What follows belongs to an exercise in optimizing a design on an open flow for small area, a short achievable clock period and few clock cycles; a production flow would make more cautious choices. In this exercise RTL edits were held to simulation tests only and were not proved equivalent to the original. Power and IR drop assume default switching activity.

[constraint.sdc]
create_clock -name core_clock -period 11.0 [get_ports {clk}]
set_input_delay 2.2000 -clock core_clock [delete_from_list [all_inputs] [get_ports {clk}]]
set_output_delay 2.2000 -clock core_clock [all_outputs]
set_load 0.01 [all_outputs]
[flow/run.sh]
#!/bin/bash
# The standard layout (standard.sh), with three changes to how it is made:
#  - ports are buffered with sky130_fd_sc_hd__buf_1 instead of the delay buffer
#    that buffer_ports picks by default,
#  - timing repair aims for 6.5 ns of setup slack (the SDC is unchanged),
#  - the clock tree clusters up to 25 sinks within 80 um.
# The make output goes to flow.log in this folder; ORFS keeps each step's log
# under orfs/logs.
set -euo pipefail
bash standard.sh \
  "BUFFER_PORTS_ARGS=-buffer_cell sky130_fd_sc_hd__buf_1" \
  SETUP_SLACK_MARGIN=6.5 \
  CTS_CLUSTER_SIZE=25 \
  CTS_CLUSTER_DIAMETER=80 \
  finish > flow.log 2>&1
[design.v]
module cpu_cache (
	input clk,
	input reset_n,
	output readM1,
	output [15:0] address1,
	input [15:0] instData00,
	input [15:0] instData01,
	input [15:0] instData10,
	input [15:0] instData11,
	input [1:0] instReady,
	output readM2,
	output writeM2,
	output [15:0] address2,
	input [15:0] memData00,
	input [15:0] memData01,
	input [15:0] memData10,
	input [15:0] memData11,
	input [1:0] memReadReady,
	input [1:0] memWriteReady,
	output [15:0] evicted2_address,
	output [15:0] evicted2_00,
	output [15:0] evicted2_01,
	output [15:0] evicted2_10,
	output [15:0] evicted2_11,
	output reg [15:0] num_inst,
	output reg [15:0] output_port,
	output reg is_halted
);
	function flow;
		input [15:0] w;
		flow = (w[15:12] == 4'd9) | (w[15:12] == 4'd10) |
			((w[15:12] == 4'd15) & ((w[5:0] == 6'd25) | (w[5:0] == 6'd26) | (w[5:0] == 6'd29))) |
			((w[15:14] == 2'b00) & w[7]);
	endfunction
	function reads;
		input [15:0] w;
		input [1:0] r;
		reads = ((w[11:10] == r) & ~((w[15:12] == 4'd6) | (w[15:12] == 4'd9) | (w[15:12] == 4'd10) |
				(w[15:12] == 4'd11) | (w[15:12] == 4'd12) | (w[15:12] == 4'd13) | (w[15:12] == 4'd14))) |
			((w[9:8] == r) & (((w[15:12] == 4'd15) & (w[5:2] == 4'd0)) | (w[15:12] == 4'd8) |
				(w[15:12] == 4'd0) | (w[15:12] == 4'd1)));
	endfunction
	reg [1:0] st1, st2r, st2w;
	always @(posedge clk) begin
		st1 <= instReady;
		st2r <= memReadReady;
		st2w <= memWriteReady;
	end
	wire idle1 = (st1 == 2'd2);
	wire idle2r = (st2r == 2'd2);
	wire rdy1 = (instReady == 2'd1);
	wire rdy2 = (memReadReady == 2'd1);
	reg [15:0] pc;
	reg id_v;
	reg [15:0] id_ins;
	reg fa, fb;           
	reg [3:0] ra, rb;     
	reg luse;             
	reg mem_v, mem_fw, mem_ld, mem_st, mem_wwd, mem_hlt;
	reg [1:0] mem_rd;
	reg [15:0] mem_res;
	reg [15:0] mem_sd;
	reg mem_hD, mem_mR;   
	reg [15:0] rf0, rf1, rf2, rf3;
	reg [13:0] tagI;      
	reg hasI;             
	reg vI;               
	reg [3:0] flI;        
	reg [13:0] tagS;
	reg vS;
	reg [15:0] iS0, iS1, iS2, iS3;
	reg [3:0] flS;
	reg rq1;              
	reg [15:0] a1;        
	reg rq2;              
	reg wq;               
	reg [13:0] tagR;      
	reg hasR;
	reg vR;               
	reg [13:0] tagD;      
	reg vD, dirtyD;
	reg [15:0] dS0, dS1, dS2, dS3;
	reg pk;               
	reg [1:0] pk_w;       
	wire [13:0] pcb = pc[15:2];
	wire mS = vS & (tagS == pcb);
	wire mI = hasI & (tagI == pcb);
	wire ihit = mS | (mI & (vI | rdy1));
	reg [15:0] wS, wI;
	always @(*) begin
		case (pc[1:0])
			2'd0: begin wS = iS0; wI = instData00; end
			2'd1: begin wS = iS1; wI = instData01; end
			2'd2: begin wS = iS2; wI = instData10; end
			default: begin wS = iS3; wI = instData11; end
		endcase
	end
	wire [15:0] fetched = mS ? wS : wI;
	wire [3:0] flcur = mS ? flS : flI;
	wire fetched_fl = (mS | vI) & flcur[pc[1:0]];
	assign readM1 = rq1;
	assign address1 = a1;
	wire take1 = rq1 & idle1;
	wire copy = take1 & vI & ~mS;
	wire [3:0] op = id_ins[15:12];
	wire [1:0] rs = id_ins[11:10];
	wire [1:0] rt = id_ins[9:8];
	wire [1:0] rd = id_ins[7:6];
	wire [5:0] fn = id_ins[5:0];
	wire [7:0] imm = id_ins[7:0];
	wire [15:0] simm = {{8{imm[7]}}, imm};
	wire isR = (op == 4'd15);
	wire isAlu = isR & (fn[5:3] == 3'd0);
	wire isJPR = isR & (fn == 6'd25);
	wire isJRL = isR & (fn == 6'd26);
	wire isWWD = isR & (fn == 6'd28);
	wire isHLT = isR & (fn == 6'd29);
	wire isADI = (op == 4'd4);
	wire isORI = (op == 4'd5);
	wire isLHI = (op == 4'd6);
	wire isLWD = (op == 4'd7);
	wire isSWD = (op == 4'd8);
	wire isBr = (op[3:2] == 2'b00);
	wire isJMP = (op == 4'd9);
	wire isJAL = (op == 4'd10);
	wire [15:0] rfa = ({16{ra[3]}} & rf3) | ({16{ra[2]}} & rf2) | ({16{ra[1]}} & rf1) | ({16{ra[0]}} & rf0);
	wire [15:0] rfb = ({16{rb[3]}} & rf3) | ({16{rb[2]}} & rf2) | ({16{rb[1]}} & rf1) | ({16{rb[0]}} & rf0);
	wire [15:0] a = fa ? mem_res : rfa;
	wire [15:0] b = fb ? mem_res : rfb;
	wire [15:0] addr;
	add16 u_addr (.x(a), .y(simm), .ci(1'b0), .s(addr));
	wire aSub = fn[2:0] == 3'd1;
	wire [15:0] asum;
	add16 u_asum (.x(a), .y(b ^ {16{aSub}}), .ci(aSub), .s(asum));
	wire [15:0] neg = ~a + 16'd1;
	reg [15:0] other;
	always @(*) begin
		if (isAlu) begin
			case (fn[2:0])
				3'd2: other = a & b;
				3'd3: other = a | b;
				3'd4: other = ~a;
				3'd5: other = neg;
				3'd6: other = {a[14:0], 1'b0};
				default: other = {a[15], a[15:1]};
			endcase
		end else if (isORI) other = a | {8'd0, imm};
		else if (isLHI) other = {imm, 8'd0};
		else if (isWWD) other = a;
		else other = pc;     
	end
	wire selAddr = isADI | isLWD | isSWD;
	wire selSum = isAlu & ((fn[2:0] == 3'd0) | aSub);
	wire selOther = ~selAddr & ~selSum;
	wire [15:0] res = ({16{selAddr}} & addr) | ({16{selSum}} & asum) | ({16{selOther}} & other);
	wire a_eq_b = (a == b);
	wire a_zero = (a == 16'd0);
	reg bcond;
	always @(*) begin
		case (op[1:0])
			2'd0: bcond = ~a_eq_b;
			2'd1: bcond = a_eq_b;
			2'd2: bcond = ~a[15] & ~a_zero;
			default: bcond = a[15];
		endcase
	end
	wire [15:0] btarget;
	add16 u_btarget (.x(pc), .y(simm), .ci(1'b0), .s(btarget));
	wire taken = (isBr & bcond) | isJMP | isJAL | isJPR | isJRL;
	wire [15:0] target = isBr ? btarget : ((isJMP | isJAL) ? {4'd0, id_ins[11:0]} : a);
	wire wen = isAlu | isADI | isORI | isLHI | isLWD | isJAL | isJRL;
	wire ex_fw = wen & ~isLWD;
	wire [1:0] wrd = (isJAL | isJRL) ? 2'd2 : (isR ? rd : rt);
	wire [13:0] ab = mem_res[15:2];
	wire [1:0] aw = mem_res[1:0];
	wire rok = vR | rdy2;
	assign readM2 = rq2;
	assign writeM2 = wq;
	assign address2 = mem_res;
	assign evicted2_address = {tagD, 2'b00};
	assign evicted2_00 = dS0;
	assign evicted2_01 = dS1;
	assign evicted2_10 = dS2;
	assign evicted2_11 = dS3;
	wire take2 = rq2 & idle2r;
	wire st_hit = mem_v & mem_st & mem_hD & ~pk;
	wire okW = ~(vD & dirtyD) | wq;            
	wire st_fill = mem_v & mem_st & ~mem_hD & mem_mR & okW & ~pk;    
	wire st_alloc = st_fill & rok;                                   
	wire park = mem_v & mem_st & ~mem_hD & ~pk & okW & (take2 | (mem_mR & ~rok));
	wire pk_alloc = pk & rok;
	reg [15:0] wD, wR;
	always @(*) begin
		case (aw)
			2'd0: begin wD = dS0; wR = memData00; end
			2'd1: begin wD = dS1; wR = memData01; end
			2'd2: begin wD = dS2; wR = memData10; end
			default: begin wD = dS3; wR = memData11; end
		endcase
	end
	wire [15:0] ldata = mem_hD ? wD : wR;
	wire mem_done = ~mem_v | (mem_ld ? (~pk & (mem_hD | (mem_mR & rok))) : (mem_st ? (~pk & (mem_hD | st_alloc | park)) : 1'b1));
	wire mem_stall = ~mem_done;
	wire retire = mem_v & mem_done & ~is_halted;
	wire wb_en = mem_v & (mem_fw | mem_ld);
	wire [13:0] tagR_n = take2 ? ab : tagR;
	wire hasR_n = hasR | take2;
	wire dirtyD_n = st_hit | st_alloc | pk_alloc | (dirtyD & ~wq);
	wire pk_n = (pk & ~pk_alloc) | park;
	wire ex_go = id_v & ~luse;              
	wire ex_fire = ex_go & ~mem_stall;
	wire redirect = ex_fire & taken;
	wire hold = id_v & ~ex_fire;            
	wire adv = ihit & ~hold & ~redirect;    
	wire [15:0] pc_inc = pc + 16'd1;
	wire [15:0] pc_n = redirect ? target : (adv ? pc_inc : pc);
	wire id_v_n = hold | (ihit & ~redirect);
	wire [15:0] id_ins_n = adv ? fetched : id_ins;
	wire faS = mem_v & mem_fw & (mem_rd == (id_v ? rs : fetched[11:10]));
	wire fbS = mem_v & mem_fw & (mem_rd == (id_v ? rt : fetched[9:8]));
	wire luS = mem_v & mem_ld & (id_v ? reads(id_ins, mem_rd) : reads(fetched, mem_rd));
	wire faG = ex_go & ex_fw & (wrd == fetched[11:10]);
	wire fbG = ex_go & ex_fw & (wrd == fetched[9:8]);
	wire luG = ex_go & isLWD & reads(fetched, wrd);
	wire fa_n = mem_stall ? faS : faG;
	wire fb_n = mem_stall ? fbS : fbG;
	wire luse_n = mem_stall ? luS : luG;
	wire [3:0] ra_n = hold ? ra : (4'd1 << fetched[11:10]);
	wire [3:0] rb_n = hold ? rb : (4'd1 << fetched[9:8]);
	wire hDg_old = vD & (addr[15:2] == tagD);
	wire mRg = hasR_n & (addr[15:2] == tagR_n);
	wire hDg = (st_alloc | pk_alloc) ? mRg : hDg_old;     
	wire memG = ex_go & (isLWD | isSWD);
	wire hD_n = mem_stall ? (pk_alloc ? mem_mR : mem_hD) : hDg;
	wire mR_n = mem_stall ? (mem_mR | take2) : mRg;
	wire rq2S = mem_v & (mem_ld | mem_st) & ~mem_hD & ~mem_mR & ~take2;
	wire rq2G = memG & ~hDg & ~mRg;
	wire rq2_n = (memWriteReady != 2'd0) & ~pk_n & (mem_stall ? rq2S : rq2G);
	wire wqS = mem_v & mem_st & ~mem_hD & vD & dirtyD & ~wq;
	wire wqG = ex_go & isSWD & ~hDg & (vD | st_alloc) & dirtyD_n;
	wire wq_n = (memWriteReady == 2'd2) & (mem_stall ? wqS : wqG);
	wire [13:0] pfb = pcb + 14'd1;
	wire m_nxt = (vS & (tagS == pfb)) | (hasI & (tagI == pfb));
	wire m_cur = mS | mI;
	wire [13:0] tk = isBr ? btarget[15:2] : (isJMP | isJAL) ? {4'd0, id_ins[11:2]} : a[15:2];
	wire m_tgtS = vS & (tagS == tk);
	wire m_tgtI = hasI & (tagI == tk);
	wire m_tgt = m_tgtS | m_tgtI;
	wire demR = ~m_tgt;
	wire demA = ~((pc[1:0] == 2'd3) ? m_nxt : m_cur) & ~fetched_fl;
	wire demH = ~m_cur & ~(id_v & flow(id_ins));
	wire demE = ~m_cur;
	wire dem_n = redirect ? demR : (adv ? demA : (hold ? demH : demE));
	wire [3:0] ahead = {1'b1, pc[1:0] != 2'd3, ~pc[1], pc[1:0] == 2'd0};
	wire pf = ~take1 & ~(id_v & (flow(id_ins) | isBr)) & (mS | (mI & vI)) & ~|(flcur & ahead) & ~m_nxt;
	wire [15:0] a1_n = pf ? {pfb, 2'b00} : pc_n;
	always @(posedge clk) begin
		if (!reset_n) begin
			pc <= 16'd0;
			id_v <= 1'b0;
			fa <= 1'b0;
			fb <= 1'b0;
			ra <= 4'd0;
			rb <= 4'd0;
			luse <= 1'b0;
			mem_v <= 1'b0;
			num_inst <= 16'd0;
			output_port <= 16'd0;
			is_halted <= 1'b0;
			rf0 <= 16'd0;
			rf1 <= 16'd0;
			rf2 <= 16'd0;
			rf3 <= 16'd0;
			hasI <= 1'b0;
			vI <= 1'b0;
			vS <= 1'b0;
			rq1 <= 1'b1;
			a1 <= 16'd0;
			rq2 <= 1'b0;
			wq <= 1'b0;
			hasR <= 1'b0;
			vR <= 1'b0;
			vD <= 1'b0;
			dirtyD <= 1'b0;
			pk <= 1'b0;
			mem_hD <= 1'b0;
			mem_mR <= 1'b0;
		end else begin
			if (take1) begin
				tagI <= a1[15:2];
				hasI <= 1'b1;
				vI <= 1'b0;
			end else if (hasI & rdy1) begin
				vI <= 1'b1;
			end
			if (hasI & rdy1) flI <= {flow(instData11), flow(instData10), flow(instData01), flow(instData00)};
			if (copy) begin
				tagS <= tagI;
				vS <= 1'b1;
				flS <= flI;
				iS0 <= instData00;
				iS1 <= instData01;
				iS2 <= instData10;
				iS3 <= instData11;
			end
			rq1 <= dem_n | pf;
			a1 <= a1_n;
			pc <= pc_n;
			id_v <= id_v_n;
			id_ins <= id_ins_n;
			fa <= fa_n;
			fb <= fb_n;
			ra <= ra_n;
			rb <= rb_n;
			luse <= luse_n;
			if (~mem_stall) begin
				mem_v <= ex_fire;
				mem_fw <= ex_fw;
				mem_ld <= isLWD;
				mem_st <= isSWD;
				mem_wwd <= isWWD;
				mem_hlt <= isHLT;
				mem_rd <= wrd;
				mem_res <= res;
				mem_sd <= b;
			end
			mem_hD <= hD_n;
			mem_mR <= mR_n;
			rq2 <= rq2_n;
			wq <= wq_n;
			tagR <= tagR_n;
			hasR <= hasR_n;
			if (take2) vR <= 1'b0;
			else if (hasR & rdy2) vR <= 1'b1;
			dirtyD <= dirtyD_n;
			if (st_alloc) begin
				vD <= 1'b1;
				tagD <= ab;
			end else if (pk_alloc) begin
				vD <= 1'b1;
				tagD <= tagR;
			end
			pk <= pk_n;
			if (park) pk_w <= aw;
			if (st_hit | park) begin
				case (aw)
					2'd0: dS0 <= mem_sd;
					2'd1: dS1 <= mem_sd;
					2'd2: dS2 <= mem_sd;
					default: dS3 <= mem_sd;
				endcase
			end else if (st_fill) begin
				dS0 <= (aw == 2'd0) ? mem_sd : memData00;
				dS1 <= (aw == 2'd1) ? mem_sd : memData01;
				dS2 <= (aw == 2'd2) ? mem_sd : memData10;
				dS3 <= (aw == 2'd3) ? mem_sd : memData11;
			end else if (pk) begin
				if (pk_w != 2'd0) dS0 <= memData00;
				if (pk_w != 2'd1) dS1 <= memData01;
				if (pk_w != 2'd2) dS2 <= memData10;
				if (pk_w != 2'd3) dS3 <= memData11;
			end
			if (retire) begin
				num_inst <= num_inst + 16'd1;
				if (mem_wwd) output_port <= mem_res;
				if (mem_hlt) is_halted <= 1'b1;
			end
			if (wb_en) begin
				case (mem_rd)
					2'd0: rf0 <= mem_ld ? ldata : mem_res;
					2'd1: rf1 <= mem_ld ? ldata : mem_res;
					2'd2: rf2 <= mem_ld ? ldata : mem_res;
					default: rf3 <= mem_ld ? ldata : mem_res;
				endcase
			end
		end
	end
endmodule
module add16 (
	input [15:0] x,
	input [15:0] y,
	input ci,
	output [15:0] s
);
	wire [15:0] p0 = x ^ y;
	wire [15:0] g0 = x & y;
	wire [15:0] g1, p1, g2, p2, g3, p3, g4;
	wire [15:0] gi = {g0[15:1], g0[0] | (p0[0] & ci)};
	genvar i;
	generate
		for (i = 0; i < 16; i = i + 1) begin : l1
			if (i >= 1) begin
				assign g1[i] = gi[i] | (p0[i] & gi[i - 1]);
				assign p1[i] = p0[i] & p0[i - 1];
			end else begin
				assign g1[i] = gi[i];
				assign p1[i] = p0[i];
			end
		end
		for (i = 0; i < 16; i = i + 1) begin : l2
			if (i >= 2) begin
				assign g2[i] = g1[i] | (p1[i] & g1[i - 2]);
				assign p2[i] = p1[i] & p1[i - 2];
			end else begin
				assign g2[i] = g1[i];
				assign p2[i] = p1[i];
			end
		end
		for (i = 0; i < 16; i = i + 1) begin : l3
			if (i >= 4) begin
				assign g3[i] = g2[i] | (p2[i] & g2[i - 4]);
				assign p3[i] = p2[i] & p2[i - 4];
			end else begin
				assign g3[i] = g2[i];
				assign p3[i] = p2[i];
			end
		end
		for (i = 0; i < 16; i = i + 1) begin : l4
			if (i >= 8) begin
				assign g4[i] = g3[i] | (p3[i] & g3[i - 8]);
			end else begin
				assign g4[i] = g3[i];
			end
		end
	endgenerate
	assign s = p0 ^ {g4[14:0], ci};
endmodule
[config.mk]
export PLATFORM = sky130hd
export DESIGN_NAME = cpu_cache
export DESIGN_NICKNAME = cpu_cache
export VERILOG_FILES = /design/flow/design.v
export SDC_FILE = /design/flow/constraint.sdc
export NUM_CORES = 8
export LEC_CHECK = 0
export CAP_MARGIN = 20
export CORE_MARGIN = 2
export CORE_UTILIZATION = 40
export SLEW_MARGIN = 20
[standard.sh]
#!/bin/bash
# synth_recipe.tcl (not shown) runs the flow's synth.tcl, then flattens the netlist and writes it again
# the make line also repeats each setting of config.mk as NAME=value (left out here)
make -C /OpenROAD-flow-scripts/flow DESIGN_CONFIG=/design/flow/config.mk WORK_HOME=/design/flow/orfs CLKGATE_MAP_FILE= SYNTH_SCRIPT=/design/flow/synth_recipe.tcl "${@:-finish}"
==> report_table.html, run 1 <==
<table>
<tr><th>Metric</th><th>Value</th></tr>
<tr><th colspan="2">Outcome</th></tr>
<tr><td>Outcome</td><td>complete, no violations</td></tr>
<tr><th colspan="2">Worst setup path</th></tr>
<tr><td>Number of cells on the worst reg-to-reg path</td><td>17</td></tr>
<tr><td>Capturing point of the worst reg2reg path</td><td>pc[15]</td></tr>
<tr><td>R2r setup slk</td><td>6.59 ns</td></tr>
<tr><td>WP data required</td><td>11.55 ns</td></tr>
<tr><td>Critical path class</td><td>flip-flop to flip-flop</td></tr>
<tr><td>Crit path launch type</td><td>flip-flop</td></tr>
<tr><td>Worst reg2reg path startpoint</td><td>ra[1]</td></tr>
<tr><td>Crit path max fanout</td><td>17</td></tr>
<tr><td>Endpoint arrival time on the critical path</td><td>4.96 ns</td></tr>
<tr><td>Kind of end point of the critical path</td><td>flip-flop</td></tr>
<tr><th colspan="2">STA</th></tr>
<tr><td>Setup slack of the critical path after layout</td><td>6.59 ns</td></tr>
<tr><td>Post-layout minimum cycle time</td><td>4.41 ns</td></tr>
<tr><td>Finish-stage setup viols</td><td>0</td></tr>
<tr><td>Summed negative setup slack over all endpoints</td><td>0 ns</td></tr>
<tr><td>Final Hold Viols</td><td>0</td></tr>
<tr><td>Crit share post-route</td><td>0.400</td></tr>
<tr><td>Worst-case headroom to the max-slew limit</td><td>0.283</td></tr>
<tr><td>RSZ-0062 raised after global routing</td><td>yes</td></tr>
<tr><td>Max-slew violation total from the final report</td><td>0</td></tr>
<tr><td>Transition time at the pin with the least slew margin</td><td>1.07 ns</td></tr>
<tr><td>Timing-limited maximum frequency</td><td>0.227 GHz</td></tr>
<tr><td>Layout Skew</td><td>0.0241 ns</td></tr>
<tr><th colspan="2">Power</th></tr>
<tr><td>Worst IR Drop VDD</td><td>0.136 mV</td></tr>
<tr><td>Net switching power of the design</td><td>764 µW</td></tr>
<tr><td>Internal power summed over all cells</td><td>2.22 mW</td></tr>
<tr><td>Clock power frac</td><td>0.394</td></tr>
<tr><td>Switching Share</td><td>0.256</td></tr>
<tr><td>Total leakage power</td><td>10.5 nW</td></tr>
<tr><td>Fraction of power consumed by combinational cells</td><td>0.054</td></tr>
<tr><td>Total power divided by cell area</td><td>101 nW/µm²</td></tr>
<tr><td>Fraction of power consumed by sequential logic</td><td>0.552</td></tr>
<tr><th colspan="2">Floorplanning</th></tr>
<tr><td>Die Span X</td><td>259 µm</td></tr>
<tr><td>Die outline area</td><td>67300 µm²</td></tr>
<tr><td>Standard-cell row count</td><td>93</td></tr>
<tr><td>Total I/O pin count</td><td>284</td></tr>
<tr><td>Area of the placeable core</td><td>64500 µm²</td></tr>
<tr><td>Die Span Y</td><td>259 µm</td></tr>
<tr><td>Initial standard-cell utilization of the core</td><td>0.405</td></tr>
<tr><th colspan="2">Yosys</th></tr>
<tr><td>Number of library cell types mapped by synthesis</td><td>90</td></tr>
<tr><td>Post-synthesis share of cell area spent on full adders, half adders and majority gates</td><td>0.0459</td></tr>
<tr><td>Area of the mapped netlist</td><td>26100 µm²</td></tr>
<tr><td>Post-Syn Instances</td><td>2817</td></tr>
<tr><td>Share of flip-flops with an asynchronous set or reset after synthesis</td><td>0</td></tr>
<tr><td>Number of flip-flops and latches in the synthesized netlist</td><td>408</td></tr>
<tr><td>Yosys warning total</td><td>1</td></tr>
<tr><td>Main combinational cell family by area after synthesis</td><td>compound AO/OA/AOI/OAI gates</td></tr>
<tr><td>XOR/XNOR share of the synthesized area</td><td>0.0706</td></tr>
<tr><td>Post-synthesis mux area share</td><td>0.0798</td></tr>
<tr><td>Dominant register cell in the synthesized netlist</td><td>edfxtp_1</td></tr>
<tr><td>Compound-Gate Fraction of Synth Area</td><td>0.186</td></tr>
<tr><td>Post-synth EDFFs</td><td>249</td></tr>
<tr><td>Mapped Avg Cell Area</td><td>9.26 µm²</td></tr>
<tr><td>Simple-Gate Fraction of Synth Area</td><td>0.163</td></tr>
<tr><td>Part of the Yosys area used for sequential elements</td><td>0.409</td></tr>
<tr><th colspan="2">Detailed routing</th></tr>
<tr><td>Starting DRT DRC Count</td><td>2645</td></tr>
<tr><td>Total vias in the final route</td><td>24200</td></tr>
<tr><td>Routed wire length</td><td>99700 µm</td></tr>
<tr><td>1st-pass router iterations</td><td>6</td></tr>
<tr><td>DRC Markers</td><td>0</td></tr>
<tr><td>Average wire length per cell after detail routing</td><td>25.5 µm</td></tr>
<tr><td>Post-detailed-route count of antenna-violating nets</td><td>0</td></tr>
<tr><td>Via-to-Cell Ratio</td><td>6.20</td></tr>
<tr><th colspan="2">Place</th></tr>
<tr><td>Number of buffer cells added on primary ports</td><td>281</td></tr>
<tr><td>HPWL after detailed placement</td><td>72200 µm</td></tr>
<tr><td>Final weighted congestion of routability-driven global placement</td><td>0.966</td></tr>
<tr><td>Pre-CTS setup slack</td><td>4.89 ns</td></tr>
<tr><th colspan="2">Min path</th></tr>
<tr><td>Hold depth</td><td>0</td></tr>
<tr><td>Launch point of the worst hold path</td><td>a1[13]</td></tr>
<tr><td>Terminating pin of the worst hold path</td><td>tagI[11]</td></tr>
<tr><td>Min-delay worst type</td><td>flip-flop to flip-flop</td></tr>
<tr><th colspan="2">Clocking</th></tr>
<tr><td>Clock input transition at the sequential cells of the worst setup and hold paths</td><td>0.09 ns</td></tr>
<tr><td>CTS buffer count</td><td>28</td></tr>
<tr><td>Number of H-tree levels</td><td>1</td></tr>
<tr><td>Max Buffers Root-to-Sink</td><td>3</td></tr>
<tr><td>Clock Latency Late Sink</td><td>0.63 ns</td></tr>
<tr><td>CTS sink count</td><td>408</td></tr>
<tr><td>Clock tree from TritonCTS</td><td>built</td></tr>
<tr><td>Root buf cell</td><td>clkbuf_16</td></tr>
<tr><th colspan="2">Global route</th></tr>
<tr><td>All-layer global routing usage</td><td>0.287</td></tr>
<tr><td>Pin count of the biggest net entering global routing</td><td>131</td></tr>
<tr><td>Vias in the first global route</td><td>23300</td></tr>
<tr><td>Number of antenna violations at the first check in global routing</td><td>1</td></tr>
<tr><td>Global-route wire length before repair</td><td>149000 µm</td></tr>
<tr><td>Global route overflow</td><td>0</td></tr>
<tr><th colspan="2">Finish</th></tr>
<tr><td>Area growth from synthesis to layout</td><td>13.8%</td></tr>
<tr><td>Sequential cell area</td><td>10700 µm²</td></tr>
<tr><td>NumNets Final</td><td>3255</td></tr>
<tr><td>Fraction of final layout cells with drive strength greater than 1</td><td>0.115</td></tr>
<tr><td>Number of antenna cells inserted</td><td>0</td></tr>
<tr><td>Area of the multi-input gates</td><td>14600 µm²</td></tr>
<tr><td>Final-layout fill cell count</td><td>6230</td></tr>
<tr><th colspan="2">Job</th></tr>
<tr><td>MaxCap Viol Count</td><td>0</td></tr>
</table>
==> per-stage QoR <==
stage,hold WS (ns),area (µm²),cells,utilization,power (mW)
2_1_floorplan,0.424,26200,2818,-,1.76
3_3_place_gp,0.416,28000,3817,0.435,1.84
3_5_place_dp,0.413,28000,3817,0.435,1.84
4_1_cts,0.444,29300,3879,0.454,3.00
5_1_grt,0.448,29700,3902,0.461,3.07
6_report,0.438,29700,3902,0.461,2.99
==> kinds of logic (layout without fill, tap and decap cells) <==
family                   count (synthesis)  count (layout)
AND/OR/NAND/NOR                        907             907
AO/OA/AOI/OAI                          735             735
flip-flops                             408             408
buffers and inverters                  307             536
XOR/XNOR                               204             204
multiplexers                           161             161
adder cells (fa/ha/maj)                 94              94
other                                    1               2
==> cell usage in the layout (no fill, tap or decap), types with 86 or more instances in the layout <==
| master | netlist | layout |
|---|---|---|
| nand3_1 | 91 | 90 |
| o21ai_0 | 108 | 94 |
| buf_1 | 21 | 280 |
| ha_1 | 91 | 90 |
| a21oi_1 | 226 | 224 |
| inv_1 | 107 | 99 |
| nand2_1 | 343 | 342 |
| nor2_1 | 204 | 202 |
| edfxtp_1 | 249 | 249 |
| dfxtp_1 | 159 | 151 |
| mux2_2 | 86 | 86 |
| xnor2_1 | 139 | 135 |
==> final cells by class <==
type	instances	area share
clock buffer	34	0.0254
timing repair buffer	372	0.0623
multi-input combinational	2103	0.493
inverter	112	0.0155
clock inverter	18	0.00792
sequential	408	0.360
tap	855	0.0360
==> synthesized netlist by cell type (all sizes together), types with 75 or more instances <==
| library cell | n | share of area |
|---|---|---|
| o21ai | 111 | 0.021 |
| mux2 | 86 | 0.037 |
| clkbuf | 162 | 0.023 |
| ha | 91 | 0.044 |
| dfxtp | 159 | 0.12 |
| a21oi | 227 | 0.044 |
| nand3 | 91 | 0.017 |
| xnor2 | 139 | 0.047 |
| inv | 110 | 0.016 |
| edfxtp | 249 | 0.29 |
| a22oi | 75 | 0.022 |
| nor2 | 204 | 0.029 |
| nand2 | 343 | 0.049 |
==> registers in the layout, summed over array words and instances, names as in the netlist, 14 cells and up <==
name         cells
tagS            14
iS2             16
dS3             16
pc              16
tagI            14
rf2             16
dS0             16
rf1             16
iS0             16
dS2             16
iS1             16
a1              16
tagD            14
iS3             16
mem_res         16
output_port     16
rf0             16
id_ins          16
dS1             16
mem_sd          16
tagR            14
num_inst        16
rf3             16
==> power by group through the flow <==
stage	sequential, mW	combinational [mW]	clock, mW
6_report	1.65	0.161	1.18
5_1_grt	1.65	0.173	1.25
3_3_place_gp	1.69	0.151	0
3_5_place_dp	1.69	0.154	0
4_1_cts	1.65	0.157	1.20
2_1_floorplan	1.67	0.0919	0
==> metal layers <==
metal / wire length [µm] / vias to the layer above / track usage
met1: 41000 / 11900 / 0.381
li1: - / 10800 / -
met2: 46900 / 1222 / 0.478
met3: 7170 / 189 / 0.0281
met4: 4580 / 0 / 0.117
met5: 0 / - / 0
==> worst max-delay path: stages, from the launching register on <==
cell and delay [ns]:
dfxtp_4 0.44, a22oi_1 0.23, nand3_1 0.11, o21ai_1 0.12, buf_6 0.24, clkinvlp_4 0.23, ha_1 0.37, nor4_4 0.24
nand4_1 0.27, xnor2_1 0.22, o21ai_0 0.16, a21oi_1 0.23, a31oi_1 0.19, or4_4 0.56, or3_4 0.38, xnor2_1 0.14
nand2_1 0.08, a21oi_2 0.13
==> worst max path at each step <==
stage	slack, ns	cells after the start	startpoint	endpoint
6_report	6.59	17	ra[1]	pc[15]
4_1_cts	6.51	17	mem_res[1]	rq2
5_1_grt	6.45	17	mem_res[0]	rq2
3_5_place_dp	4.89	17	mem_res[1]	wq
2_1_floorplan	5.60	3	reset_n	flS[0]
3_3_place_gp	5.10	17	mem_res[1]	wq
==> timing repair <==
action	in CTS	in global routing
hold buffers	0	0
endpoints found under the setup margin	85	30
setup buffers	10	21
gates cloned	0	1
resized for setup	49	52
pin swaps	3	9
Testbench counts, summed over its fixed seeds: cycles 243,786.
==> inputs of run 2 (changes only) <==
==> flow/run.sh (replaced) <==
#!/bin/bash
# The standard layout (standard.sh), with three changes to how it is made:
#  - ports are buffered with sky130_fd_sc_hd__buf_1 instead of the delay buffer
#    that buffer_ports picks by default,
#  - timing repair aims for 7.25 ns of setup slack (the SDC is unchanged),
#  - the clock tree clusters up to 25 sinks within 80 um.
# The make output goes to flow.log in this folder; ORFS keeps each step's log
# under orfs/logs.
set -euo pipefail
bash standard.sh \
  "BUFFER_PORTS_ARGS=-buffer_cell sky130_fd_sc_hd__buf_1" \
  SETUP_SLACK_MARGIN=7.25 \
  CTS_CLUSTER_SIZE=25 \
  CTS_CLUSTER_DIAMETER=80 \
  finish > flow.log 2>&1
==> report_table.html, run 2 <==
<table>
<tr><th>Metric</th><th>Value</th></tr>
<tr><th colspan="2">Finish</th></tr>
<tr><td>Number of antenna cells inserted</td><td>0</td></tr>
<tr><td>Most frequent cells in the layout</td><td>nand2_1, buf_1, edfxtp_1</td></tr>
<tr><td>Non-Filler Cell Area, Final</td><td>32400 µm²</td></tr>
<tr><td>Most common cell after layout, fill and taps aside</td><td>nand2_1</td></tr>
<tr><td>Non-filler cells, final</td><td>4024</td></tr>
<tr><td>Fraction of final layout cells with drive strength greater than 1</td><td>0.204</td></tr>
<tr><td>Area growth from synthesis to layout</td><td>24.2%</td></tr>
<tr><td>NumNets Final</td><td>3377</td></tr>
<tr><td>Post-layout utilization of the core</td><td>0.503</td></tr>
<tr><th colspan="2">Worst setup path</th></tr>
<tr><td>Capturing point of the worst reg2reg path</td><td>pc[15]</td></tr>
<tr><td>Kind of end point of the critical path</td><td>flip-flop</td></tr>
<tr><td>Largest incremental delay on the critical path</td><td>0.48 ns</td></tr>
<tr><td>Endpoint arrival time on the critical path</td><td>4.73 ns</td></tr>
<tr><td>WP data required</td><td>11.56 ns</td></tr>
<tr><td>Cell Chain, Critical Path</td><td>buf_12 &gt; buf_8 &gt; a22o_1 &gt; o31a_1 &gt; buf_6 &gt; ha_4 &gt; nor4_4 &gt; nand4_1 &gt; xnor2_1 &gt; o21ai_2 &gt; a21oi_2 &gt; a31oi_4 &gt; or4_4 &gt; or3_4 &gt; xnor2_1 &gt; nand2_1 &gt; a21oi_2</td></tr>
<tr><td>Worst-path cell with the longest stage delay</td><td>or4_4</td></tr>
<tr><td>Critical path class</td><td>flip-flop to flip-flop</td></tr>
<tr><td>R2r setup slk</td><td>6.84 ns</td></tr>
<tr><td>Crit path max fanout</td><td>9</td></tr>
<tr><td>Number of cells on the worst reg-to-reg path</td><td>17</td></tr>
<tr><td>Worst reg2reg path startpoint</td><td>ra[0]</td></tr>
<tr><td>Crit path launch type</td><td>flip-flop</td></tr>
<tr><td>Worst setup startpoint</td><td>ra[0]</td></tr>
<tr><th colspan="2">Detailed routing</th></tr>
<tr><td>Top sig layer</td><td>met4</td></tr>
<tr><td>Post-route met1 wirelength</td><td>41500 µm</td></tr>
<tr><td>Total vias in the final route</td><td>25100</td></tr>
<tr><td>Post-detailed-route count of antenna-violating nets</td><td>0</td></tr>
<tr><td>Average wire length per cell after detail routing</td><td>25.9 µm</td></tr>
<tr><td>Routed wire length</td><td>104000 µm</td></tr>
<tr><td>DRC Markers</td><td>0</td></tr>
<tr><td>Met3 WL post-DR</td><td>8680 µm</td></tr>
<tr><td>1st-pass router iterations</td><td>8</td></tr>
<tr><td>Amount of wire on met2 after detailed routing</td><td>47900 µm</td></tr>
<tr><td>Via-to-Cell Ratio</td><td>6.23</td></tr>
<tr><td>Starting DRT DRC Count</td><td>3122</td></tr>
<tr><th colspan="2">STA</th></tr>
<tr><td>Worst-case headroom to the max-slew limit</td><td>0.226</td></tr>
<tr><td>Timing-limited maximum frequency</td><td>0.240 GHz</td></tr>
<tr><td>Max-slew violation total from the final report</td><td>0</td></tr>
<tr><td>Summed negative setup slack over all endpoints</td><td>0 ns</td></tr>
<tr><td>Final Hold Viols</td><td>0</td></tr>
<tr><td>Layout Skew</td><td>0.0428 ns</td></tr>
<tr><td>Transition time at the pin with the least slew margin</td><td>1.16 ns</td></tr>
<tr><td>Post-layout minimum cycle time</td><td>4.16 ns</td></tr>
<tr><td>Setup slack of the critical path after layout</td><td>6.84 ns</td></tr>
<tr><td>Smallest hold slack</td><td>0.438 ns</td></tr>
<tr><td>Finish-stage setup viols</td><td>0</td></tr>
<tr><td>RSZ-0062 raised after global routing</td><td>yes</td></tr>
<tr><td>Crit share post-route</td><td>0.379</td></tr>
<tr><th colspan="2">Yosys</th></tr>
<tr><td>Most frequent cells after synthesis</td><td>nand2_1, edfxtp_1, a21oi_1, nor2_1, clkbuf_1</td></tr>
<tr><td>Top cells by area in the synthesized netlist</td><td>edfxtp_1, dfxtp_1, nand2_1</td></tr>
<tr><td>Post-Syn Instances</td><td>2817</td></tr>
<tr><td>Post-synth EDFFs</td><td>249</td></tr>
<tr><td>Dominant register cell in the synthesized netlist</td><td>edfxtp_1</td></tr>
<tr><td>Area of the mapped netlist</td><td>26100 µm²</td></tr>
<tr><td>Top-count cell post-synth</td><td>nand2_1</td></tr>
<tr><td>Yosys warning total</td><td>1</td></tr>
<tr><td>Largest area contributor in the synthesized netlist</td><td>edfxtp_1</td></tr>
<tr><td>Mapped Avg Cell Area</td><td>9.26 µm²</td></tr>
<tr><td>Top cell type's share of synthesized area</td><td>0.287</td></tr>
<tr><td>Part of the Yosys area used for sequential elements</td><td>0.409</td></tr>
<tr><td>Number of library cell types mapped by synthesis</td><td>90</td></tr>
<tr><td>Number of flip-flops and latches in the synthesized netlist</td><td>408</td></tr>
<tr><td>Share of flip-flops with an asynchronous set or reset after synthesis</td><td>0</td></tr>
<tr><th colspan="2">Floorplanning</th></tr>
<tr><td>Area of the placeable core</td><td>64500 µm²</td></tr>
<tr><td>Die Span Y</td><td>259 µm</td></tr>
<tr><td>Standard-cell row count</td><td>93</td></tr>
<tr><td>Total I/O pin count</td><td>284</td></tr>
<tr><td>Initial standard-cell utilization of the core</td><td>0.405</td></tr>
<tr><td>Die outline area</td><td>67300 µm²</td></tr>
<tr><td>Die Span X</td><td>259 µm</td></tr>
<tr><th colspan="2">Clocking</th></tr>
<tr><td>CTS buffer count</td><td>29</td></tr>
<tr><td>CTS sink count</td><td>408</td></tr>
<tr><td>Root buf cell</td><td>clkbuf_16</td></tr>
<tr><td>Max Buffers Root-to-Sink</td><td>3</td></tr>
<tr><td>Clock tree from TritonCTS</td><td>built</td></tr>
<tr><td>Clock input transition at the sequential cells of the worst setup and hold paths</td><td>0.09 ns</td></tr>
<tr><td>Post-cts hold buffer count</td><td>0</td></tr>
<tr><td>Number of H-tree levels</td><td>1</td></tr>
<tr><td>Clock Latency Late Sink</td><td>0.66 ns</td></tr>
<tr><th colspan="2">Place</th></tr>
<tr><td>Cell total after placement</td><td>3815</td></tr>
<tr><td>Number of buffer cells added on primary ports</td><td>281</td></tr>
<tr><td>Final weighted congestion of routability-driven global placement</td><td>0.983</td></tr>
<tr><td>HPWL after detailed placement</td><td>73500 µm</td></tr>
<tr><td>Pre-CTS setup slack</td><td>5.68 ns</td></tr>
<tr><td>Placed inst area</td><td>28500 µm²</td></tr>
<tr><th colspan="2">Global route</th></tr>
<tr><td>Global route overflow</td><td>0</td></tr>
<tr><td>Number of antenna violations at the first check in global routing</td><td>0</td></tr>
<tr><td>Vias in the first global route</td><td>24000</td></tr>
<tr><td>All-layer global routing usage</td><td>0.296</td></tr>
<tr><td>Global-route wire length before repair</td><td>153000 µm</td></tr>
<tr><td>Pin count of the biggest net entering global routing</td><td>131</td></tr>
<tr><th colspan="2">Power</th></tr>
<tr><td>Total leakage power</td><td>11.8 nW</td></tr>
<tr><td>Worst IR Drop VDD</td><td>0.125 mV</td></tr>
<tr><td>Total power divided by cell area</td><td>94.0 nW/µm²</td></tr>
<tr><td>Tot Pwr</td><td>3.05 mW</td></tr>
<tr><th colspan="2">Min path</th></tr>
<tr><td>Min-delay worst type</td><td>flip-flop to flip-flop</td></tr>
<tr><td>Launch point of the worst hold path</td><td>a1[8]</td></tr>
<tr><td>Hold depth</td><td>0</td></tr>
<tr><td>Terminating pin of the worst hold path</td><td>tagI[6]</td></tr>
<tr><th colspan="2">Job</th></tr>
<tr><td>MaxCap Viol Count</td><td>0</td></tr>
<tr><th colspan="2">Outcome</th></tr>
<tr><td>Outcome</td><td>complete, no violations</td></tr>
</table>
run 2: cell types whose count changed in the layout (fill, tap and decap cells not counted), moves of 16 or more:
cell,before,now
a21oi_2,3,19
mux2_4,0,52
buf_4,81,148
buf_6,3,39
a21oi_1,224,205
mux2_2,86,34
run 2: report_power, final:
part	switching [mW]	internal, mW
clock network	0.676	0.536
registers	0.0190	1.63
logic	0.111	0.0773
total	0.806	2.24
run 2: how the worst max path moves through the flow:
stage | end | depth (start not counted)
2_1_floorplan | flS[0] | 3
4_1_cts | pc[15] | 12
3_3_place_gp | pc[15] | 16
6_report | pc[15] | 17
3_5_place_dp | pc[15] | 16
5_1_grt | pc[15] | 17
run 2: kinds of logic after synthesis:
group           after synthesis  synth area share
compound gates              735             0.186
xor+xnor                    204            0.0706
fa+ha+maj                    94            0.0459
buf+inv                     307            0.0453
flops                       408             0.409
mux                         161            0.0798
other cells                   1          0.000144
simple gates                907             0.163
run 2: worst max-delay path, delay by kind of cell, from the launching register on:
family	cells	cell delay [ns]
AO/OA/AOI/OAI	6	1.07
adder cells (fa/ha/maj)	1	0.22
flip-flops	1	0.34
XOR/XNOR	2	0.42
buffers and inverters	3	0.44
AND/OR/NAND/NOR	5	1.59
run 2: layout make-up:
cell class                 instances  area, µm²
multi-input combinational       2106      16000
timing repair buffer             490       3140
clock inverter                    23        325
tap                              855       1070
fill                            6000      32000
inverter                         112        473
sequential                       408      10700
clock buffer                      30        729
run 2: routing by layer:
metal	global-route usage	up-vias
met2	0.484	1419
met1	0.389	12200
met4	0.144	0
met3	0.0352	295
li1	-	11100
met5	0	-
run 2: repair_timing:
item                                    in CTS  in global routing
endpoints found under the hold margin        0                  0
endpoints found under the setup margin     311                183
setup buffers                               88                 57
gates resized for setup                    207                133
cloned                                       8                  3
pin swaps                                   53                 58
==> inputs of run 3 (changes only) <==
==> flow/run.sh (replaced) <==
#!/bin/bash
# The standard layout (standard.sh), with three changes to how it is made:
#  - ports are buffered with sky130_fd_sc_hd__buf_1 instead of the delay buffer
#    that buffer_ports picks by default,
#  - timing repair aims for 7 ns of setup slack (the SDC is unchanged),
#  - the clock tree clusters up to 25 sinks within 80 um,
#  - the core is sized for 50% utilization.
# The make output goes to flow.log in this folder; ORFS keeps each step's log
# under orfs/logs.
set -euo pipefail
bash standard.sh \
  "BUFFER_PORTS_ARGS=-buffer_cell sky130_fd_sc_hd__buf_1" \
  SETUP_SLACK_MARGIN=7 \
  CTS_CLUSTER_SIZE=25 \
  CORE_UTILIZATION=50 \
  CTS_CLUSTER_DIAMETER=80 \
  finish > flow.log 2>&1
==> report_table.html, run 3 <==
<table>
<tr><th>Metric</th><th>Value</th></tr>
<tr><th colspan="2">Outcome</th></tr>
<tr><td>Outcome</td><td>complete, no violations</td></tr>
<tr><th colspan="2">Finish</th></tr>
<tr><td>Most frequent cells in the layout</td><td>nand2_1, buf_1, edfxtp_1</td></tr>
<tr><td>Fraction of final layout cells with drive strength greater than 1</td><td>0.181</td></tr>
<tr><td>Non-Filler Cell Area, Final</td><td>31400 µm²</td></tr>
<tr><td>Area growth from synthesis to layout</td><td>20.2%</td></tr>
<tr><td>Most common cell after layout, fill and taps aside</td><td>nand2_1</td></tr>
<tr><td>Final-layout fill cell count</td><td>4461</td></tr>
<tr><td>Number of antenna cells inserted</td><td>0</td></tr>
<tr><td>Non-filler cells, final</td><td>3825</td></tr>
<tr><td>NumNets Final</td><td>3351</td></tr>
<tr><th colspan="2">Global route</th></tr>
<tr><td>All-layer global routing usage</td><td>0.350</td></tr>
<tr><td>Vias in the first global route</td><td>23600</td></tr>
<tr><td>Number of antenna violations at the first check in global routing</td><td>0</td></tr>
<tr><td>Global-route wire length before repair</td><td>145000 µm</td></tr>
<tr><td>Pin count of the biggest net entering global routing</td><td>80</td></tr>
<tr><td>Global route overflow</td><td>0</td></tr>
<tr><th colspan="2">Power</th></tr>
<tr><td>Fraction of power consumed by sequential logic</td><td>0.537</td></tr>
<tr><td>Net switching power of the design</td><td>806 µW</td></tr>
<tr><td>Total power divided by cell area</td><td>97.9 nW/µm²</td></tr>
<tr><td>Switching Share</td><td>0.262</td></tr>
<tr><td>Tot Pwr</td><td>3.07 mW</td></tr>
<tr><td>Fraction of power consumed by combinational cells</td><td>0.054</td></tr>
<tr><td>Clock power frac</td><td>0.409</td></tr>
<tr><td>Total leakage power</td><td>11.3 nW</td></tr>
<tr><td>Internal power summed over all cells</td><td>2.27 mW</td></tr>
<tr><td>Worst IR Drop VDD</td><td>0.134 mV</td></tr>
<tr><th colspan="2">Min path</th></tr>
<tr><td>Launch point of the worst hold path</td><td>a1[14]</td></tr>
<tr><td>Terminating pin of the worst hold path</td><td>tagI[12]</td></tr>
<tr><td>Hold depth</td><td>0</td></tr>
<tr><td>Min-delay worst type</td><td>flip-flop to flip-flop</td></tr>
<tr><th colspan="2">Clocking</th></tr>
<tr><td>CTS sink count</td><td>408</td></tr>
<tr><td>CTS buffer count</td><td>30</td></tr>
<tr><td>Number of H-tree levels</td><td>1</td></tr>
<tr><td>Clock Latency Late Sink</td><td>0.63 ns</td></tr>
<tr><td>Root buf cell</td><td>clkbuf_16</td></tr>
<tr><td>Clock input transition at the sequential cells of the worst setup and hold paths</td><td>0.10 ns</td></tr>
<tr><td>Clock tree from TritonCTS</td><td>built</td></tr>
<tr><td>Max Buffers Root-to-Sink</td><td>3</td></tr>
<tr><th colspan="2">STA</th></tr>
<tr><td>Max-slew violation total from the final report</td><td>0</td></tr>
<tr><td>Finish-stage setup viols</td><td>0</td></tr>
<tr><td>Final Hold Viols</td><td>0</td></tr>
<tr><td>Post-layout minimum cycle time</td><td>4.31 ns</td></tr>
<tr><td>Transition time at the pin with the least slew margin</td><td>1.06 ns</td></tr>
<tr><td>Crit share post-route</td><td>0.392</td></tr>
<tr><td>RSZ-0062 raised after global routing</td><td>yes</td></tr>
<tr><td>Layout Skew</td><td>0.0292 ns</td></tr>
<tr><td>Worst-case headroom to the max-slew limit</td><td>0.294</td></tr>
<tr><td>Summed negative setup slack over all endpoints</td><td>0 ns</td></tr>
<tr><td>Smallest hold slack</td><td>0.435 ns</td></tr>
<tr><td>Timing-limited maximum frequency</td><td>0.232 GHz</td></tr>
<tr><th colspan="2">Floorplanning</th></tr>
<tr><td>Standard-cell row count</td><td>83</td></tr>
<tr><td>Initial standard-cell utilization of the core</td><td>0.508</td></tr>
<tr><td>Die outline area</td><td>54000 µm²</td></tr>
<tr><td>Die Span X</td><td>232 µm</td></tr>
<tr><td>Area of the placeable core</td><td>51400 µm²</td></tr>
<tr><td>Die Span Y</td><td>232 µm</td></tr>
<tr><td>Total I/O pin count</td><td>284</td></tr>
<tr><th colspan="2">Place</th></tr>
<tr><td>Placed inst area</td><td>28000 µm²</td></tr>
<tr><td>Number of buffer cells added on primary ports</td><td>281</td></tr>
<tr><td>Cell total after placement</td><td>3637</td></tr>
<tr><td>Final weighted congestion of routability-driven global placement</td><td>0.991</td></tr>
<tr><td>HPWL after detailed placement</td><td>69300 µm</td></tr>
<tr><th colspan="2">Worst setup path</th></tr>
<tr><td>Crit path launch type</td><td>flip-flop</td></tr>
<tr><td>Worst reg2reg path startpoint</td><td>ra[1]</td></tr>
<tr><td>WP data required</td><td>11.57 ns</td></tr>
<tr><td>R2r setup slk</td><td>6.69 ns</td></tr>
<tr><td>Crit path max fanout</td><td>8</td></tr>
<tr><td>Number of cells on the worst reg-to-reg path</td><td>18</td></tr>
<tr><td>Critical path class</td><td>flip-flop to flip-flop</td></tr>
<tr><td>Endpoint arrival time on the critical path</td><td>4.88 ns</td></tr>
<tr><td>Capturing point of the worst reg2reg path</td><td>pc[15]</td></tr>
<tr><td>Kind of end point of the critical path</td><td>flip-flop</td></tr>
<tr><th colspan="2">Yosys</th></tr>
<tr><td>Most frequent cells after synthesis</td><td>nand2_1, edfxtp_1, a21oi_1, nor2_1, clkbuf_1</td></tr>
<tr><td>Area of the mapped netlist</td><td>26100 µm²</td></tr>
<tr><td>Dominant register cell in the synthesized netlist</td><td>edfxtp_1</td></tr>
<tr><td>Number of library cell types mapped by synthesis</td><td>90</td></tr>
<tr><td>Part of the Yosys area used for sequential elements</td><td>0.409</td></tr>
<tr><td>Largest area contributor in the synthesized netlist</td><td>edfxtp_1</td></tr>
<tr><td>Top cell type's share of synthesized area</td><td>0.287</td></tr>
<tr><td>Post-Syn Instances</td><td>2817</td></tr>
<tr><td>Post-synth EDFFs</td><td>249</td></tr>
<tr><td>Top cells by area in the synthesized netlist</td><td>edfxtp_1, dfxtp_1, nand2_1</td></tr>
<tr><td>Mapped Avg Cell Area</td><td>9.26 µm²</td></tr>
<tr><td>Number of flip-flops and latches in the synthesized netlist</td><td>408</td></tr>
<tr><td>Yosys warning total</td><td>1</td></tr>
<tr><td>Share of flip-flops with an asynchronous set or reset after synthesis</td><td>0</td></tr>
<tr><td>Top-count cell post-synth</td><td>nand2_1</td></tr>
<tr><th colspan="2">Detailed routing</th></tr>
<tr><td>1st-pass router iterations</td><td>6</td></tr>
<tr><td>Average wire length per cell after detail routing</td><td>25.8 µm</td></tr>
<tr><td>Starting DRT DRC Count</td><td>2942</td></tr>
<tr><td>Total vias in the final route</td><td>24900</td></tr>
<tr><td>Routed wire length</td><td>98600 µm</td></tr>
<tr><td>DRC Markers</td><td>0</td></tr>
<tr><td>Post-detailed-route count of antenna-violating nets</td><td>0</td></tr>
<tr><td>Via-to-Cell Ratio</td><td>6.50</td></tr>
<tr><th colspan="2">Job</th></tr>
<tr><td>MaxCap Viol Count</td><td>0</td></tr>
</table>
## run 3: metrics by stage
| stage | utilization | worst slack (ns) |
|---|---|---|
| finish | 0.610 | 6.69 |
| detailed placement | 0.544 | 5.73 |
| global placement | 0.544 | 5.80 |
| global route | 0.610 | 6.64 |
| floorplan | - | 5.60 |
| CTS | 0.584 | 6.75 |
## run 3: repair_timing
action,in CTS,in global routing
gates resized for setup,129,136
buffers inserted,51,73
pin swaps,25,74
endpoints found under the setup margin,261,146
gates cloned,3,5
hold buffers,0,0
## run 3: critical path, cell delays in order, from the launching register on
cell	delay [ns]
dfxtp_4	0.38
buf_6	0.13
buf_6	0.11
buf_12	0.12
a22oi_1	0.19
a31oi_1	0.13
buf_4	0.21
ha_1	0.33
nor4_4	0.31
nand4_1	0.31
xnor2_1	0.30
o21ai_2	0.10
a21oi_2	0.23
a31oi_4	0.13
or4_4	0.49
or3_4	0.42
xnor2_2	0.14
nand2_1	0.09
a21oi_2	0.13
## run 3: power groups by stage
stage	clock network (mW)	logic, mW	registers, mW
floorplan	0	0.0928	1.67
global placement	0	0.143	1.69
detailed placement	0	0.146	1.69
CTS	1.27	0.156	1.65
global route	1.32	0.179	1.65
finish	1.26	0.166	1.65
## run 3: layer usage
metal | vias up | part of all wire | GRT usage
met5 | - | 0 | 0
met4 | 0 | 0.054 | 0.159
met3 | 266 | 0.085 | 0.0471
met2 | 1416 | 0.47 | 0.572
met1 | 12100 | 0.39 | 0.461
li1 | 11100 | - | -
## run 3: worst max path at each step
stage | startpoint | endpoint | slack [ns] | cells past startpoint
finish | ra[1] | pc[15] | 6.69 | 18
global route | ra[1] | pc[15] | 6.64 | 20
CTS | ra[0] | rq2 | 6.75 | 16
detailed placement | memReadReady[0] | dS3[11] | 5.73 | 8
global placement | memReadReady[0] | pc[15] | 5.80 | 12
floorplan | reset_n | flS[0] | 5.60 | 3
## run 3: cells by family (layout without fill, tap and decap cells)
group	count (synthesis)	in the layout	synth area share
AND/OR/NAND/NOR	907	909	0.163
other	1	2	0.000144
adder cells (fa/ha/maj)	94	94	0.0459
AO/OA/AOI/OAI	735	735	0.186
multiplexers	161	161	0.0798
flip-flops	408	408	0.409
XOR/XNOR	204	204	0.0706
buffers and inverters	307	632	0.0453
## run 3: final cells by class
type / count / area [µm²] / area share
clock buffers: 32 / 779 / 0.0249
clock inverters: 24 / 323 / 0.0103
inverters: 112 / 478 / 0.0152
multi-input cells: 2105 / 15400 / 0.492
flip-flops and latches: 408 / 10700 / 0.341
well taps: 680 / 851 / 0.0271
repair buffers: 463 / 2770 / 0.0885
repair inverters: 1 / 7.51 / 0.000239
==> inputs of run 4 (changes only) <==
--- a/flow/run.sh
+++ b/flow/run.sh
@@ -5,5 +5,5 @@
 #  - timing repair aims for 7 ns of setup slack (the SDC is unchanged),
 #  - the clock tree clusters up to 25 sinks within 80 um,
-#  - the core is sized for 50% utilization.
+#  - timing repair works on the worst 30% of the failing endpoints.
 # The make output goes to flow.log in this folder; ORFS keeps each step's log
 # under orfs/logs.
@@ -13,5 +13,5 @@
   SETUP_SLACK_MARGIN=7 \
   CTS_CLUSTER_SIZE=25 \
-  CORE_UTILIZATION=50 \
+  TNS_END_PERCENT=30 \
   CTS_CLUSTER_DIAMETER=80 \
   finish > flow.log 2>&1
==> report_table.html, run 4 <==
<table>
<tr><th>Metric</th><th>Value</th></tr>
<tr><th colspan="2">STA</th></tr>
<tr><td>Summed negative setup slack over all endpoints</td><td>0 ns</td></tr>
<tr><td>Finish-stage setup viols</td><td>0</td></tr>
<tr><td>RSZ-0062 raised after global routing</td><td>yes</td></tr>
<tr><td>Layout Skew</td><td>0.0427 ns</td></tr>
<tr><td>Transition time at the pin with the least slew margin</td><td>1.10 ns</td></tr>
<tr><td>Max-slew violation total from the final report</td><td>0</td></tr>
<tr><td>Final Hold Viols</td><td>0</td></tr>
<tr><td>Crit share post-route</td><td>0.383</td></tr>
<tr><td>Post-layout minimum cycle time</td><td>4.21 ns</td></tr>
<tr><td>Timing-limited maximum frequency</td><td>0.237 GHz</td></tr>
<tr><td>Worst-case headroom to the max-slew limit</td><td>0.263</td></tr>
<tr><th colspan="2">Yosys</th></tr>
<tr><td>Part of the Yosys area used for sequential elements</td><td>0.409</td></tr>
<tr><td>Largest area contributor in the synthesized netlist</td><td>edfxtp_1</td></tr>
<tr><td>Top cell type's share of synthesized area</td><td>0.287</td></tr>
<tr><td>Area of the mapped netlist</td><td>26100 µm²</td></tr>
<tr><td>Post-synth EDFFs</td><td>249</td></tr>
<tr><td>Dominant register cell in the synthesized netlist</td><td>edfxtp_1</td></tr>
<tr><td>Number of flip-flops and latches in the synthesized netlist</td><td>408</td></tr>
<tr><td>Mapped Avg Cell Area</td><td>9.26 µm²</td></tr>
<tr><td>Post-synthesis mux area share</td><td>0.0798</td></tr>
<tr><td>Top cells by area in the synthesized netlist</td><td>edfxtp_1, dfxtp_1, nand2_1</td></tr>
<tr><td>Compound-Gate Fraction of Synth Area</td><td>0.186</td></tr>
<tr><td>XOR/XNOR share of the synthesized area</td><td>0.0706</td></tr>
<tr><td>Share of flip-flops with an asynchronous set or reset after synthesis</td><td>0</td></tr>
<tr><td>Top-count cell post-synth</td><td>nand2_1</td></tr>
<tr><td>Post-synthesis share of cell area spent on full adders, half adders and majority gates</td><td>0.0459</td></tr>
<tr><td>Yosys warning total</td><td>1</td></tr>
<tr><td>Simple-Gate Fraction of Synth Area</td><td>0.163</td></tr>
<tr><td>Main combinational cell family by area after synthesis</td><td>compound AO/OA/AOI/OAI gates</td></tr>
<tr><td>Number of library cell types mapped by synthesis</td><td>90</td></tr>
<tr><td>Post-Syn Instances</td><td>2817</td></tr>
<tr><td>Most frequent cells after synthesis</td><td>nand2_1, edfxtp_1, a21oi_1, nor2_1, clkbuf_1</td></tr>
<tr><th colspan="2">Place</th></tr>
<tr><td>Placed inst area</td><td>28100 µm²</td></tr>
<tr><td>Final weighted congestion of routability-driven global placement</td><td>0.996</td></tr>
<tr><td>Cell total after placement</td><td>3821</td></tr>
<tr><td>Number of buffer cells added on primary ports</td><td>281</td></tr>
<tr><td>HPWL after detailed placement</td><td>72500 µm</td></tr>
<tr><th colspan="2">Power</th></tr>
<tr><td>Total leakage power</td><td>11.3 nW</td></tr>
<tr><td>Total power divided by cell area</td><td>95.4 nW/µm²</td></tr>
<tr><td>Tot Pwr</td><td>3.00 mW</td></tr>
<tr><td>Worst IR Drop VDD</td><td>0.123 mV</td></tr>
<tr><th colspan="2">Global route</th></tr>
<tr><td>Global-route wire length before repair</td><td>154000 µm</td></tr>
<tr><td>Pin count of the biggest net entering global routing</td><td>131</td></tr>
<tr><td>Global route overflow</td><td>0</td></tr>
<tr><td>All-layer global routing usage</td><td>0.296</td></tr>
<tr><td>Number of antenna violations at the first check in global routing</td><td>3</td></tr>
<tr><td>Vias in the first global route</td><td>24400</td></tr>
<tr><th colspan="2">Worst setup path</th></tr>
<tr><td>Largest incremental delay on the critical path</td><td>0.49 ns</td></tr>
<tr><td>Crit path max fanout</td><td>3</td></tr>
<tr><td>Worst-path cell with the longest stage delay</td><td>or4_4</td></tr>
<tr><td>Critical path depth in cells</td><td>12</td></tr>
<tr><td>Worst setup startpoint</td><td>memReadReady[0]</td></tr>
<tr><td>Cell family contributing the most delay on the critical path</td><td>simple AND/OR/NAND/NOR gates</td></tr>
<tr><td>Cell Chain, Critical Path</td><td>buf_6 &gt; nor2b_4 &gt; o211ai_1 &gt; o311a_1 &gt; o221a_4 &gt; nor3_4 &gt; a31oi_4 &gt; or4_4 &gt; or3_4 &gt; xnor2_2 &gt; nand2_1 &gt; a21oi_2</td></tr>
<tr><td>Critical path class</td><td>primary input to flip-flop</td></tr>
<tr><td>Number of cells on the worst reg-to-reg path</td><td>16</td></tr>
<tr><td>Kind of end point of the critical path</td><td>flip-flop</td></tr>
<tr><td>Endpoint arrival time on the critical path</td><td>4.75 ns</td></tr>
<tr><td>Crit path launch type</td><td>primary input</td></tr>
<tr><td>Worst reg2reg path startpoint</td><td>ra[3]</td></tr>
<tr><td>Capturing instance or port of the critical path</td><td>pc[15]</td></tr>
<tr><td>Bufs and invs on worst path</td><td>1</td></tr>
<tr><td>R2r setup slk</td><td>6.82 ns</td></tr>
<tr><td>Capturing point of the worst reg2reg path</td><td>pc[15]</td></tr>
<tr><td>WP data required</td><td>11.53 ns</td></tr>
<tr><th colspan="2">Floorplanning</th></tr>
<tr><td>Die Span X</td><td>259 µm</td></tr>
<tr><td>Die Span Y</td><td>259 µm</td></tr>
<tr><td>Die outline area</td><td>67300 µm²</td></tr>
<tr><td>Area of the placeable core</td><td>64500 µm²</td></tr>
<tr><td>Total I/O pin count</td><td>284</td></tr>
<tr><td>Initial standard-cell utilization of the core</td><td>0.405</td></tr>
<tr><td>Standard-cell row count</td><td>93</td></tr>
<tr><th colspan="2">Detailed routing</th></tr>
<tr><td>Total vias in the final route</td><td>25100</td></tr>
<tr><td>Average wire length per cell after detail routing</td><td>26.0 µm</td></tr>
<tr><td>1st-pass router iterations</td><td>9</td></tr>
<tr><td>Starting DRT DRC Count</td><td>3251</td></tr>
<tr><td>Post-detailed-route count of antenna-violating nets</td><td>0</td></tr>
<tr><td>DRC Markers</td><td>0</td></tr>
<tr><td>Via-to-Cell Ratio</td><td>6.26</td></tr>
<tr><td>Routed wire length</td><td>104000 µm</td></tr>
<tr><th colspan="2">Clocking</th></tr>
<tr><td>Max Buffers Root-to-Sink</td><td>3</td></tr>
<tr><td>Root buf cell</td><td>clkbuf_16</td></tr>
<tr><td>CTS sink count</td><td>408</td></tr>
<tr><td>Number of H-tree levels</td><td>1</td></tr>
<tr><td>Clock Latency Late Sink</td><td>0.64 ns</td></tr>
<tr><td>Post-cts hold buffer count</td><td>0</td></tr>
<tr><td>CTS buffer count</td><td>27</td></tr>
<tr><td>Clock tree from TritonCTS</td><td>built</td></tr>
<tr><td>Clock input transition at the sequential cells of the worst setup and hold paths</td><td>0.08 ns</td></tr>
<tr><th colspan="2">Min path</th></tr>
<tr><td>Min-delay worst type</td><td>flip-flop to flip-flop</td></tr>
<tr><th colspan="2">Finish</th></tr>
<tr><td>Fraction of final layout cells with drive strength greater than 1</td><td>0.179</td></tr>
<tr><td>Area growth from synthesis to layout</td><td>20.5%</td></tr>
<tr><td>Most common cell after layout, fill and taps aside</td><td>nand2_1</td></tr>
<tr><td>Most frequent cells in the layout</td><td>nand2_1, buf_1, edfxtp_1</td></tr>
<tr><td>NumNets Final</td><td>3353</td></tr>
<tr><td>Non-filler cells, final</td><td>4002</td></tr>
<tr><td>Non-Filler Cell Area, Final</td><td>31400 µm²</td></tr>
<tr><th colspan="2">Job</th></tr>
<tr><td>MaxCap Viol Count</td><td>0</td></tr>
<tr><th colspan="2">Outcome</th></tr>
<tr><td>Outcome</td><td>complete, no violations</td></tr>
</table>
[run 4: cells by family after synthesis]
kind of cell / Yosys count
and+or+nand+nor: 907
AOI/OAI and AO/OA: 735
DFF: 408
buffers and inverters: 307
xor gates and xnor gates: 204
muxes: 161
adders and majority gates: 94
other: 1
[run 4: area by class of cell]
class / instances / area [µm²]
Antenna cell: 3 / 7.51
Clock buffer: 31 / 712
Clock inverter: 19 / 270
Fill cell: 6082 / 33000
Inverter: 112 / 467
Multi-Input combinational cell: 2103 / 15300
Sequential cell: 408 / 10700
Tap cell: 855 / 1070
Timing Repair Buffer: 471 / 2900
[run 4: repair_timing]
item,in CTS,in global routing
pin swaps,34,44
resized for setup,158,124
setup buffers,60,59
cloned,6,3
endpoints found under the setup margin,238,181
[run 4: stage by stage]
step	util	setup slack [ns]	hold slack (ns)
final	0.488	6.79	0.437
after global routing	0.488	6.72	0.449
after CTS	0.471	6.88	0.440
after detailed placement	0.435	4.92	0.412
after global placement	0.435	5.13	0.419
after floorplan	-	5.60	0.424
[run 4: worst min-delay path by stage]
stage	startpoint	endpoint	slack [ns]	cells past startpoint
6_report	a1[5]	tagI[3]	0.44	0
5_1_grt	a1[5]	tagI[3]	0.45	0
4_1_cts	a1[5]	tagI[3]	0.44	0
3_5_place_dp	a1[7]	tagI[5]	0.41	0
3_3_place_gp	a1[9]	tagI[7]	0.42	0
2_1_floorplan	tagI[1]	tagS[1]	0.42	0
[run 4: per-layer routing]
layer  vias up  track usage  wire length (µm)
met3       254       0.0425              8160
li1      11100            -                 -
met4         4        0.138              5490
met2      1360        0.483             48400
met1     12400        0.388             42100
met5         -            0                27
[run 4: report_power, final]
part           internal (mW)  switching (mW)
registers               1.63          0.0182
logic                 0.0708           0.106
clock network          0.534           0.642
total                   2.23           0.767

[afterwards: timing with drivers on the ports]
How much do the figures lean on ideal ports? The routed layouts below were timed once more, with nothing changed but the port constraints. Step 1, drivers: a clkbuf_16 drives clk and a buf_2 each remaining input, both assumed. Step 2 times the ports against the registers' clock, not the clock port: input delays grow and output delays shrink by t, the midpoint of the rising clock arrivals with the driver on. Slacks: ideal ports / drivers / drivers and shift; pairs: ideal ports / drivers.
| run | t, ns | slack for setup (ns) | worst hold slack (ns) | worst setup path at the end | worst register clock-pin slew, ns |
|---|---|---|---|---|---|
| run 1 | 0.672 | 6.595 / 6.595 / 5.951 | 0.438 / 0.438 / 0.438 | input to register | 0.11 / 0.11 |
| run 2 | 0.693 | 6.836 / 6.836 / 6.369 | 0.438 / 0.438 / 0.438 | input to register | 0.10 / 0.10 |
| run 3 | 0.675 | 6.686 / 6.686 / 6.190 | 0.435 / 0.435 / 0.435 | input to register | 0.10 / 0.10 |
| run 4 | 0.684 | 6.789 / 6.815 / 6.131 | 0.437 / 0.437 / 0.437 | input to register | 0.11 / 0.11 |
After both steps every run listed still meets setup and hold. The setup slack of run 4, which loses most, moves by +0.026 ns with the drivers and by -0.658 ns with both steps.
